This is an optimization exercise on Yosys and OpenROAD, whose aim is small area, a short achievable clock period and few clock cycles, not a production implementation. Only simulation tests tie the RTL to the original design; equivalence was not proved. No activity file was given, so power comes from the tool's default toggle rates.

## flow/design.v (module list and top-level ports; edited modules follow where they fit)
// module fmul2: 54 lines
// module fsub2: 75 lines
// module ksadd: 26 lines
// module ksinc: 22 lines
// module mant_mul_and: 1110 lines
// module dstep4: 16 lines
// module fdiv_it: 61 lines
// module MyDesign: 537 lines
module MyDesign (clock, reset, go, rdAddress, wrAddress, WE, readbus, writebus, overflow, finished);
  // ...
==> flow/run.sh <==
#!/bin/bash
# synth_recipe.tcl (not shown) runs the flow's synth.tcl, then flattens the netlist and writes it again
# the make line also repeats each setting of config.mk as NAME=value (left out here)
make -C /OpenROAD-flow-scripts/flow DESIGN_CONFIG=/design/flow/config.mk WORK_HOME=/design/flow/orfs CLKGATE_MAP_FILE= SYNTH_SCRIPT=/design/flow/synth_recipe.tcl finish
==> flow/config.mk <==
export PLATFORM = sky130hd
export DESIGN_NAME = MyDesign
export DESIGN_NICKNAME = MyDesign
export VERILOG_FILES = /design/flow/design.v
export SDC_FILE = /design/flow/constraint.sdc
export NUM_CORES = 8
export LEC_CHECK = 0
export ABC_AREA = 1
export CAP_MARGIN = 20
export CORE_MARGIN = 2
export CORE_UTILIZATION = 35
export PLACE_DENSITY = 0.45
export SLEW_MARGIN = 20
==> flow/constraint.sdc <==
create_clock -name core_clock -period 30.0 [get_ports {clock}]
set_input_delay 6.0000 -clock core_clock [delete_from_list [all_inputs] [get_ports {clock}]]
set_output_delay 6.0000 -clock core_clock [all_outputs]
set_load 0.01 [all_outputs]
==> run notes, run 1 <==
sequential fraction of the synthesis area=26.2%; critical path endpoint=u_d.r[0]$_DFFE_PP_; number of antenna violations at the first check in global routing=29; status=finished clean; peak per-stage delay on the critical path=0.51 ns; number of clock sinks=around 1.1k; TritonCTS clock tree=built; Simple-Gate Fraction of Synth Area=20.7%; Clk network pwr share=about 30%; routability-driven placement congestion ratio=1.05; final-layout clock-cell area share=a little under 4%; post-route design area=about 0.12 mm²; # DRC=0; post-synthesis instance total=15.0k; count of buffers added by post-CTS timing repair for setup=0; count of routing violations after the opening detailed-route iteration=11.9k; XOR/XNOR Fraction of Synth Area=2.81%; average via count per standard cell=5.51; kind of end point of the critical path=register; share of the clock period used by the worst path=30.7%; grt met2 use=between 50% and 60%; Area growth syn-to-layout=10.9%; Multi-input comb cells=9734; post-synth cell types=83; first element of the critical path=u_d.d3[0]$_DFFE_PP_; cell depth of the worst min-delay path=0; die span in x=570 µm; most frequent cell after synthesis=sky130_fd_sc_hd__inv_1; detailed-route via count=107k; total power divided by cell area=50.4 mW/mm²; path class of the lowest-slack min-delay path=register to register; total of cells resized after clock tree synthesis=0; cell accounting for the most synthesized area=sky130_fd_sc_hd__edfxtp_1; register share of total power=between 30% and 40%; Worst Min Path Start=c_wa[4]$_SDFF_PN0_; logic depth of the worst path, buffers included=42; maximum number of pins on one net before global-route repair=between 100 and 150; count of buffers inserted at the top-level ports=83; sequential portion of the cell area=23.6%; met1 Usage GRT=between 40% and 50%; post-DP HPWL=between 400000 and 500000 µm
Testbench counts, summed over its fixed seeds: cycles 9,672.
==> run 2, diff against run 1 <==
--- a/flow/config.mk
+++ b/flow/config.mk
@@ -8,6 +8,6 @@
 export ABC_AREA = 1
 export CAP_MARGIN = 20
 export CORE_MARGIN = 2
-export CORE_UTILIZATION = 35
-export PLACE_DENSITY = 0.45
+export CORE_UTILIZATION = 50
+export PLACE_DENSITY = 0.6
 export SLEW_MARGIN = 20
==> run 2 against run 1 <==
Critical path type unchanged. Clock power fell by 6%. Clock-buffer cell count fell by 9. Via count rose by 7.7%. Still clean. Synthesized cell count did not move. Register-to-register slack improved by 0.16 ns. Final cell count fell by 6.8%.
==> run notes, run 2 <==
Highest Clock Rate=111 MHz; starting density of the core=between 50% and 60%; number of nets produced by synthesis=between 15k and 20k; insertion delay of the later-clocked pin in the worst-skew pair=approximately 0.85 ns; number of global-route vias before repair=114k; number of pins with negative max-slew slack in the final report=0; cell depth of the worst min-delay path=0 (unchanged); detailed-route via count=115k (+7.7%); R2R depth=53; kind of end point of the critical path=register; number of clock sinks=1139 (unchanged); maximum number of pins on one net before global-route repair=100 (-0.99%); total power divided by cell area=51.1 mW/mm² (+1.3%); # setup viols final=0; count of buffers added by post-CTS timing repair for setup=0 (unchanged); top cells by area in the synthesized netlist=sky130_fd_sc_hd__edfxtp_1 (18%), sky130_fd_sc_hd__fa_1 (17%), sky130_fd_sc_hd__inv_1 (12%), sky130_fd_sc_hd__nand2_1 (10%), sky130_fd_sc_hd__dfxtp_1 (8.5%); post-route design area=0.122 mm² (-2.0%); die span in x=478 µm (-16%); placed cell areas=between 0.1 and 0.15 mm²; Std-Cell Core Area=0.223 mm²; dominant register cell in the synthesized netlist=sky130_fd_sc_hd__edfxtp_1; cell accounting for the most synthesized area=sky130_fd_sc_hd__edfxtp_1; Root Driver=sky130_fd_sc_hd__clkbuf_16; cell area after technology mapping=0.112 mm²; number of synthesized flops with an enable pin=661; Max rail drop VDD=approximately 0.00007 V; most frequent cell after synthesis=sky130_fd_sc_hd__inv_1; GRT Util Overall=47.6%; total of cells resized after clock tree synthesis=0 (unchanged); number of antenna violations at the first check in global routing=30 (+3.4%); sequential fraction of the synthesis area=26.2% (unchanged); yosys synthesis warning count=9; # DRC=0 (unchanged); Avg Synthesized Cell Area=7.48 µm²; most common cell after layout, fill and taps aside=sky130_fd_sc_hd__inv_1; number of I/O pins=84; count of routing violations after the opening detailed-route iteration=19.4k (+63%); global-route wire length before repair=787000 µm; combinational share of power=40.5%; Static Leakage=0.0634 µW; peak per-stage delay on the critical path=0.54 ns (+0.03 ns); Switching Fraction=42.5%; final hold violation count=0; Hold Path End=wrAddress[4]$_DFF_P_; TritonCTS clock tree=built; share of synthesized registers carrying an async set or reset=0%; final core utilization=54.8%; data arrival at the endpoint of the critical path=9.59 ns; post-synthesis instance total=15.0k (unchanged); routability-driven placement congestion ratio=1.09 (+3.9%); net total in the final layout=16.6k; Worst Min Path Start=c_wa[4]$_SDFF_PN0_; Crit path top cell by count=sky130_fd_sc_hd__nand2_1; share of the clock period used by the worst path=30.1% (-0.55 points); required time of the worst setup path=30.55 ns; highest fanout seen on the critical path=40; slew of the pin with the lowest slew margin=1.32 ns; path class of the lowest-slack min-delay path=register to register; Clk network pwr share=28.3% (-1.6 points); H-tree depth=4; clock transition at the registers of the reported paths=about 0.060 ns; count of buffers inserted at the top-level ports=83 (unchanged); status=finished clean; global-route congestion overflow total=0; cell type of the slowest stage on the worst timing path=sky130_fd_sc_hd__edfxtp_1; Slew headroom=11.2%; clock buffers created by TritonCTS=roughly 140; total of flip-flops plus latches after synthesis=1139; routed wire length per instance=31.0 µm; max capacitance violation total=0; Startpoint Class=register; Fin Setup TNS=0 ns; highest-count cells in the layout ignoring fill and taps=sky130_fd_sc_hd__inv_1 (3470), sky130_fd_sc_hd__nand2_1 (3128), sky130_fd_sc_hd__nor2_1 (1037), sky130_fd_sc_hd__fa_1 (981), sky130_fd_sc_hd__edfxtp_1 (661); Area growth syn-to-layout=8.62%; internal portion of total power=3580 µW; Period minus WS final=9.04 ns; Synth top area share=between 10% and 20%; Die Y=478 µm; startpoint of the lowest-slack register-to-register path=u_d.d3[0]$_DFFE_PP_; fraction of final layout cells sized beyond drive strength 1=5.11%; count of antenna-violating nets left after detailed routing=0; post-synth cell types=83 (unchanged); register share of total power=31.1% (+0.5 points); post-DP HPWL=426000 µm (-4.7%); total routed wirelength=560000 µm; skew final=0.0532 ns; floorplan row count=173; unrepaired setup endpoints after global routing=no; first-pass iteration count of the detailed router=22; Post-CTS Hold Buffers=0; Worst Path Class, Setup=register to register; average via count per standard cell=6.36 (+16%); Max Buffers Root-to-Sink=3; DIE AREA=0.228 mm²; final hold slack=approximately 0.33 ns; total power consumption of the routed design=6230 µW; endpoint of the worst register-to-register path=u_d.r[13]$_DFFE_PP_; list of most frequent post-synthesis cells=sky130_fd_sc_hd__inv_1 (3486), sky130_fd_sc_hd__nand2_1 (3129), sky130_fd_sc_hd__nor2_1 (1051); final-layout fill cell count=around 20k; setup slack of the most critical reg-to-reg path=20.96 ns; switching power of the nets=2650 µW
==> run 2: through the flow <==
| step | instances | setup slack [ns] |
|---|---|---|
| 3_3_place_gp | 17804 | 21.17 |
| 6_report | 18081 | 20.96 |
| 4_1_cts | 18057 | 21.21 |
| 5_1_grt | 18064 | 20.27 |
| 2_1_floorplan | 15021 | 23.28 |
| 3_5_place_dp | 17804 | 21.27 |
==> run 2: cell type report <==
class	instances	area (µm²)	area share, %
Clock inverter	63	668	0.548
Sequential cell	1139	29400	24.1
Antenna cell	18	45.0	0.0369
Tap cell	2975	3720	3.05
Timing Repair Buffer	418	3390	2.78
Inverter	3544	13300	10.9
Multi-Input combinational cell	9734	67500	55.3
Clock buffer	190	3890	3.19
==> run 2: per-layer routing <==
layer  track usage, %  wire length [µm]  vias to the layer above
li1                 -                 -                    47640
met1             59.7            199000                    54506
met2             68.2            228000                    10082
met3             17.7             85000                     2804
met4             31.5             47600                       12
met5                0               315                        -
==> run 2: power groups by stage <==
stage / Combinational [µW] / Sequential, µW / Clock, µW
floorplan: 1740 / 1890 / 0
global placement: 2370 / 1950 / 0
detailed placement: 2410 / 1960 / 0
CTS: 2430 / 1930 / 1750
global route: 2750 / 1940 / 1810
finish: 2530 / 1940 / 1770
==> run 2: cell families after synthesis <==
logic type      Yosys count  synth area share [%]
simple gates           5505                  20.7
mux                      12                 0.107
flops                  1139                  26.2
buf+inv                4148                  14.0
xor+xnor                360                  2.81
fa+ha+maj              1548                  23.8
compound gates         2309                  12.4
==> run 2: worst max-delay path by stage <==
stage	startpoint	endpoint	slack, ns	cells after the start
floorplan	c_sel_D_b[0]$_SDFF_PN0_	u_d.r[23]$_DFFE_PP_	23.28	43
global placement	u_d.d3[0]$_DFFE_PP_	u_d.r[13]$_DFFE_PP_	21.17	53
detailed placement	u_d.d3[0]$_DFFE_PP_	u_d.r[13]$_DFFE_PP_	21.27	53
CTS	u_d.d3[0]$_DFFE_PP_	u_d.r[22]$_DFFE_PP_	21.21	43
global route	u_d.d3[0]$_DFFE_PP_	u_d.r[13]$_DFFE_PP_	20.27	53
finish	u_d.d3[0]$_DFFE_PP_	u_d.r[13]$_DFFE_PP_	20.96	53
==> run 2: critical path: cells and delay by family (launching register included) <==
family | cells | cell delay, ns
buf+inv | 8 | 1.82
fa+ha+maj | 2 | 0.74
compound gates | 19 | 3.49
flops | 1 | 0.54
simple gates | 24 | 2.10

## port drivers added, routing unchanged
How much do the figures lean on ideal ports? The routed layouts below were timed once more, with nothing changed but the port constraints.
Step 1 sets driving cells, clkbuf_16 on the clock port and buf_2 on the other inputs (assumed; they add their load-dependent delay and slew).
Step 2 adds t to the input delays and takes it off the output delays; t is the mean of the earliest and latest rising clock arrival at the registers after step 1. Input paths then give back, and output paths get back, about the clock's delay inside the block.
Slacks: ideal / step 1 / step 2; pairs: ideal / step 1.
run	t (ns)	slack for setup (ns)	worst setup path after step 2
run 1	0.976	20.798 / 20.798 / 20.798	register to register
run 2	0.940	20.962 / 20.962 / 20.962	register to register
After both steps setup and hold are still met in every run listed.
